Context: an optimization exercise on an open-source flow, tuned for small area. The choices shown serve that exercise and are no tape-out recipe.
Function was checked by simulation only, so behaviour that the tests miss may differ from the original.
Power is estimated from default activity; no workload was simulated.

==> design/flow/design.v <==
module lcd(
    input        clk,
    input        rst_n,
    output       lcd_en,
    output       lcd_rw,
    output       lcd_rs,
    output [7:0] lcd_data
);
reg [15:0] q;
reg ph;
reg [5:0] st;
wire wrap = (q & 16'h5fff) == 16'h0c65;
wire [15:0] q_nx = {q[14], q[13], q[12], q[11], q[10], q[9], q[8], q[7], q[6], q[5], q[4], q[3], q[2], q[1], q[0], ((q[15] ^ q[2]) | wrap)};
always @(posedge clk or negedge rst_n)
    if (!rst_n) begin
        q  <= 16'h3196;
        ph <= 1'b0;
        st <= 6'b000000;
    end else begin
        q <= q_nx;
        if (wrap) ph <= ~ph;
        if (wrap & ph) st <= st_nx;
    end
reg [5:0] st_nx;
reg wt;
reg [8:0] rom;
always @(*) begin
    case (st)
    6'b000000: begin st_nx = 6'b000001; wt = 1'b1; rom = 9'b000000000; end
    6'b000001: begin st_nx = 6'b000010; wt = 1'b1; rom = 9'b000000000; end
    6'b000010: begin st_nx = 6'b000011; wt = 1'b1; rom = 9'b000000000; end
    6'b000011: begin st_nx = 6'b000100; wt = 1'b1; rom = 9'b000000000; end
    6'b000100: begin st_nx = 6'b000101; wt = 1'b1; rom = 9'b000000000; end
    6'b000101: begin st_nx = 6'b000110; wt = 1'b1; rom = 9'b000000000; end
    6'b000110: begin st_nx = 6'b000111; wt = 1'b1; rom = 9'b000000000; end
    6'b000111: begin st_nx = 6'b001000; wt = 1'b1; rom = 9'b000000000; end
    6'b001000: begin st_nx = 6'b001001; wt = 1'b1; rom = 9'b000000000; end
    6'b001001: begin st_nx = 6'b001010; wt = 1'b1; rom = 9'b000000000; end
    6'b001010: begin st_nx = 6'b001011; wt = 1'b0; rom = 9'b000000000; end
    6'b001011: begin st_nx = 6'b001100; wt = 1'b0; rom = 9'b000111000; end
    6'b001100: begin st_nx = 6'b001101; wt = 1'b0; rom = 9'b000001000; end
    6'b001101: begin st_nx = 6'b001110; wt = 1'b0; rom = 9'b000000001; end
    6'b001110: begin st_nx = 6'b001111; wt = 1'b0; rom = 9'b000000110; end
    6'b001111: begin st_nx = 6'b010000; wt = 1'b0; rom = 9'b000001100; end
    6'b010000: begin st_nx = 6'b010001; wt = 1'b0; rom = 9'b010000000; end
    6'b010001: begin st_nx = 6'b010010; wt = 1'b0; rom = 9'b101101001; end
    6'b010010: begin st_nx = 6'b010011; wt = 1'b0; rom = 9'b100100000; end
    6'b010011: begin st_nx = 6'b010100; wt = 1'b0; rom = 9'b101100001; end
    6'b010100: begin st_nx = 6'b010101; wt = 1'b0; rom = 9'b101101101; end
    6'b010101: begin st_nx = 6'b010110; wt = 1'b0; rom = 9'b100100000; end
    6'b010110: begin st_nx = 6'b010111; wt = 1'b0; rom = 9'b101101100; end
    6'b010111: begin st_nx = 6'b011000; wt = 1'b0; rom = 9'b101101001; end
    6'b011000: begin st_nx = 6'b011001; wt = 1'b0; rom = 9'b101110101; end
    6'b011001: begin st_nx = 6'b011010; wt = 1'b0; rom = 9'b100100000; end
    6'b011010: begin st_nx = 6'b011011; wt = 1'b0; rom = 9'b101111000; end
    6'b011011: begin st_nx = 6'b011100; wt = 1'b0; rom = 9'b101101001; end
    6'b011100: begin st_nx = 6'b011101; wt = 1'b0; rom = 9'b101100001; end
    6'b011101: begin st_nx = 6'b011110; wt = 1'b0; rom = 9'b101101111; end
    6'b011110: begin st_nx = 6'b011111; wt = 1'b0; rom = 9'b100100000; end
    6'b011111: begin st_nx = 6'b100000; wt = 1'b0; rom = 9'b101111001; end
    6'b100000: begin st_nx = 6'b100001; wt = 1'b0; rom = 9'b101101001; end
    6'b100001: begin st_nx = 6'b100010; wt = 1'b0; rom = 9'b011000000; end
    6'b100010: begin st_nx = 6'b100011; wt = 1'b0; rom = 9'b101101000; end
    6'b100011: begin st_nx = 6'b100100; wt = 1'b0; rom = 9'b101100001; end
    6'b100100: begin st_nx = 6'b100101; wt = 1'b0; rom = 9'b101110000; end
    6'b100101: begin st_nx = 6'b100110; wt = 1'b0; rom = 9'b101110000; end
    6'b100110: begin st_nx = 6'b100111; wt = 1'b0; rom = 9'b101111001; end
    6'b100111: begin st_nx = 6'b101000; wt = 1'b0; rom = 9'b100100000; end
    6'b101000: begin st_nx = 6'b101001; wt = 1'b0; rom = 9'b101100101; end
    6'b101001: begin st_nx = 6'b101010; wt = 1'b0; rom = 9'b101110110; end
    6'b101010: begin st_nx = 6'b101011; wt = 1'b0; rom = 9'b101100101; end
    6'b101011: begin st_nx = 6'b101100; wt = 1'b0; rom = 9'b101110010; end
    6'b101100: begin st_nx = 6'b101101; wt = 1'b0; rom = 9'b101111001; end
    6'b101101: begin st_nx = 6'b101110; wt = 1'b0; rom = 9'b101100100; end
    6'b101110: begin st_nx = 6'b101111; wt = 1'b0; rom = 9'b101100001; end
    6'b101111: begin st_nx = 6'b110000; wt = 1'b0; rom = 9'b101111001; end
    6'b110000: begin st_nx = 6'b110001; wt = 1'b0; rom = 9'b100100000; end
    6'b110001: begin st_nx = 6'b010000; wt = 1'b0; rom = 9'b100100001; end
    default: begin st_nx = 6'bx; wt = 1'bx; rom = 9'bx; end
    endcase
end
assign lcd_en   = ~ph | wt;
assign lcd_rw   = 1'b0;
assign lcd_rs   = rom[8];
assign lcd_data = rom[7:0];
endmodule
==> design/flow/run.sh <==
#!/bin/bash
# synth_recipe.tcl (not shown) runs the flow's synth.tcl, then flattens the netlist and writes it again
# the make line also repeats each setting of config.mk as NAME=value (left out here)
make -C /OpenROAD-flow-scripts/flow DESIGN_CONFIG=/design/flow/config.mk WORK_HOME=/design/flow/orfs CLKGATE_MAP_FILE= SYNTH_SCRIPT=/design/flow/synth_recipe.tcl finish
==> design/flow/config.mk <==
export PLATFORM = sky130hd
export DESIGN_NAME = lcd
export DESIGN_NICKNAME = lcd
export VERILOG_FILES = /design/flow/design.v
export SDC_FILE = /design/flow/constraint.sdc
export NUM_CORES = 4
export LEC_CHECK = 0
export CAP_MARGIN = 20
export CORE_MARGIN = 2
export CORE_UTILIZATION = 40
export SLEW_MARGIN = 20
==> design/flow/constraint.sdc <==
create_clock -name core_clock -period 20.0 [get_ports {clk}]
set_input_delay 4.0000 -clock core_clock [delete_from_list [all_inputs] [get_ports {clk}]]
set_output_delay 4.0000 -clock core_clock [all_outputs]
set_load 0.01 [all_outputs]
==> metrics.csv <==
stage,metric,value,unit
die,start_util,42.0,%
grt,grt_usage,15.4,%
logic_synthesis,yosysSeqAreaShare,41.4,%
grt,first_global_vias,998,
die,dieHeight,63.4,um
logic_synthesis,synth_flop_cell,dfrtp_1,
power,p_sw,0.0000139,W
clock_network,cts_max_level,1,
setup_path,critPathKind,reg -> out,
timing,final-hold-violation-count,0,
die,ios,13,
grt,grt_pass1_wl,4.99,mm
drt,vias_per_cell,5.41,
clock_network,clock-root-buffer,clkbuf_4,
logic_synthesis,yosysTopAreaCellShare,28.4,%
clock_network,ctsHoldBuffers,0,
timing,clock_skew,0.00315,ns
min_path,hp-class,reg -> reg,
logic_synthesis,synth_xor_area_share,1.86,%
clock_network,numCtsBuffers,3,
clock_network,cts_resized,0,
logic_synthesis,synthAdderAreaFrac,7.09,%
logic_synthesis,synth_nets,152,
grt,grt_max_degree,26,
clock_network,clock_latency,0.30,ns
logic_synthesis,synth_seq_cells,23,
finish,multi_input_area,697,um^2
clock_network,cts_buffer_depth,2,
logic_synthesis,synthTopCellsByArea,"dfrtp_1 28%, dfstp_2 13%, ha_1 7.1%",
logic_synthesis,synth_edf_count,0,
power,total_power,0.0000680,W
finish,final_net_count,156,
run,cap_violations,0,
setup_path,cp-end-kind,output pin,
logic_synthesis,async_reset_ff_share,100,%
finish,seq_area,584,um^2
setup_path,critPathRequiredTime,16.00,ns
logic_synthesis,yosysTopAreaCell,dfrtp_1,
die,die_w,63.4,um
grt,antenna_found_initial,0,
drt,drt_iter0_drc,103,
logic_synthesis,netlist_top_cells_count,"16 x dfrtp_1, 10 x nand2_1, 8 x ha_1",
logic_synthesis,yosysWarningCount,1,
logic_synthesis,syn_avg_cell_area,9.94,um^2
power,p_per_area,45.4,nW/um^2
die,die-area,4020,um^2
grt,globalRouteOverflowTotal,0,
timing,fmax,0.150,GHz
timing,post-route-period-util,33.3,%
timing,rsz0062_at_grt,false,
power,p_leak,0.620,nW
timing,tns,0,ns
finish,fillers,341,
power,ir_worst_vdd,0.0404,mV
clock_network,post_cts_buffers,0,
drt,wl,2.80,mm
logic_synthesis,synth_most_common_cell,dfrtp_1,
power,power_frac_clock,30.1,%
logic_synthesis,synth_compound_area_share,21.4,%
placement,dp_hpwl,1.96,mm
finish,antenna_cells,0,
clock_network,cts_tree,yes,
die,core,3360,um^2
finish,area_growth,6.12,%
power,pwr-share-comb,1.4,%
logic_synthesis,synth_top_family_by_area,compound AO/OA/AOI/OAI gates,
power,p_int,0.0000541,W
drt,drt_pass1_iterations,4,
timing,period_needed,6.66,ns
timing,worst_slew_pin_slew,0.736,ns
power,swShare,20.4,%
drt,avgRoutedWirePerCell,14.7,um
timing,report.final.slew_viol_count,0,
logic_synthesis,synth.area.mux_share,1.60,%
drt,drcViolationCount,0,
logic_synthesis,yosysUniqueCellTypes,47,
placement,placed_area,1480,um^2
setup_path,cp_max_fo,12,
timing,hold-worst-slack,0.383,ns
logic_synthesis,syn_area,1410,um^2
timing,max-slew-margin-rel,51.0,%
setup_path,cp.arrival,2.66,ns
status,status,finished clean,
placement,port_buffers,11,
logic_synthesis,synthSimpleGateAreaFrac,17.2,%
die,fp-row-count,21,
drt,vias,1034,
placement,place_congestion,0.849,
finish,design_area,1500,um^2
drt,ant_nets,0,
setup_path,start_kind,flip-flop,
timing,setup-violations-final,0,
logic_synthesis,syn_inst,142,
finish,drive_above_1_share,12.4,%
power,p_seq_share,68.5,%
clock_network,cts.sinks,23,
clock_network,cts.clk_slew.worst_paths,0.11,ns
flip-flops by register name, indices dropped and copies added (netlist names):
register / flops
st: 6
q: 16
ph: 1
power groups by stage:
| stage | clock network [W] | registers [W] | logic [W] |
|---|---|---|---|
| final | 0.0000204 | 0.0000466 | 0.000000977 |
| after global routing | 0.0000239 | 0.0000466 | 0.00000123 |
| after CTS | 0.0000213 | 0.0000466 | 0.00000114 |
| after detailed placement | 0 | 0.0000474 | 0.00000113 |
| after global placement | 0 | 0.0000474 | 0.00000110 |
| after floorplan | 0 | 0.0000474 | 0.000000227 |
kinds of logic after synthesis:
logic type / after synthesis
buf+inv: 19
flops: 23
mux: 2
simple gates: 41
fa+ha+maj: 8
xor+xnor: 3
other cells: 1
compound gates: 45
layout by cell type (no fill, tap or decap), types with 2 or more instances in the layout:
cell type,n
dfrtp_1,16
nand2_1,10
clkdlybuf4s50_1,10
ha_1,8
nor2_1,7
a21oi_1,7
o21ai_0,7
dfstp_2,7
inv_1,6
nor2b_1,6
o21ai_1,6
a211oi_1,5
a31oi_1,3
a21o_1,3
nor3_1,3
xnor2_1,3
clkbuf_4,3
nand3_1,2
nand2b_1,2
a22oi_1,2
o22a_1,2
mux2_2,2
nand4_1,2
o31ai_1,2
worst paths after layout:
path | slack [ns] | to | from | depth (start not counted)
worst min-delay path | 0.38 | q[4] | q[3] | 0
max in group asynchronous | 16.00 | q[12] | rst_n | 1
worst min register to register | 0.38 | q[4] | q[3] | 0
worst max register to register | 18.06 | st[5] | q[2] | 4
worst max-delay path | 13.34 | lcd_data[0] | st[0] | 7
min in group asynchronous | 3.64 | q[3] | rst_n | 1
worst max-delay path: stages, from the launching register on:
cell,delay (ns)
dfrtp_1,0.61
inv_1,0.18
ha_1,0.39
nor2b_1,0.21
o21ai_0,0.10
a32oi_1,0.20
o22a_1,0.15
clkdlybuf4s50_1,0.52
per-stage QoR:
| step | instances | utilization [%] | setup slack, ns |
|---|---|---|---|
| floorplan | 142 | - | 14.24 |
| global placement | 187 | 43.9 | 13.80 |
| detailed placement | 187 | 43.9 | 13.69 |
| CTS | 191 | 44.7 | 13.34 |
| global route | 191 | 44.5 | 13.03 |
| finish | 191 | 44.5 | 13.34 |
metal layers:
layer,share of wire (%),track usage (%)
met1,51,23.4
met2,45,23.3
met3,3.4,3.21
met4,0.14,1.63
met5,0,0
cell type report:
class | instances | share of cell area (%)
Sequential cell | 23 | 39.0
Inverter | 7 | 1.75
Clock inverter | 1 | 0.334
Clock buffer | 3 | 1.50
Tap cell | 46 | 3.84
Timing Repair Buffer | 11 | 7.02
Multi-Input combinational cell | 100 | 46.5

[afterwards: timing with drivers on the ports]
The results above use ideal ports. As a check the final layout listed here was re-extracted and re-timed, cells and wires unchanged.
Step 1 assumes that a clkbuf_16 drives the clock port and a buf_2 every other input.
Step 2 moves the port delays by t, midway between the first and last clock arrival at a register: inputs arrive t later, outputs are due t later. That takes back most of the time a late clock gives input paths.
Three values: ideal, step 1, step 2; two values: the first two.
shift t [ns]: 0.320
setup WS [ns]: 13.343 / 13.324 / 13.643
worst setup path after step 2: register to output
After both steps this run still meets setup and hold. For this run, drivers alone change the setup slack by -0.019 ns; drivers and shift together by +0.300 ns.
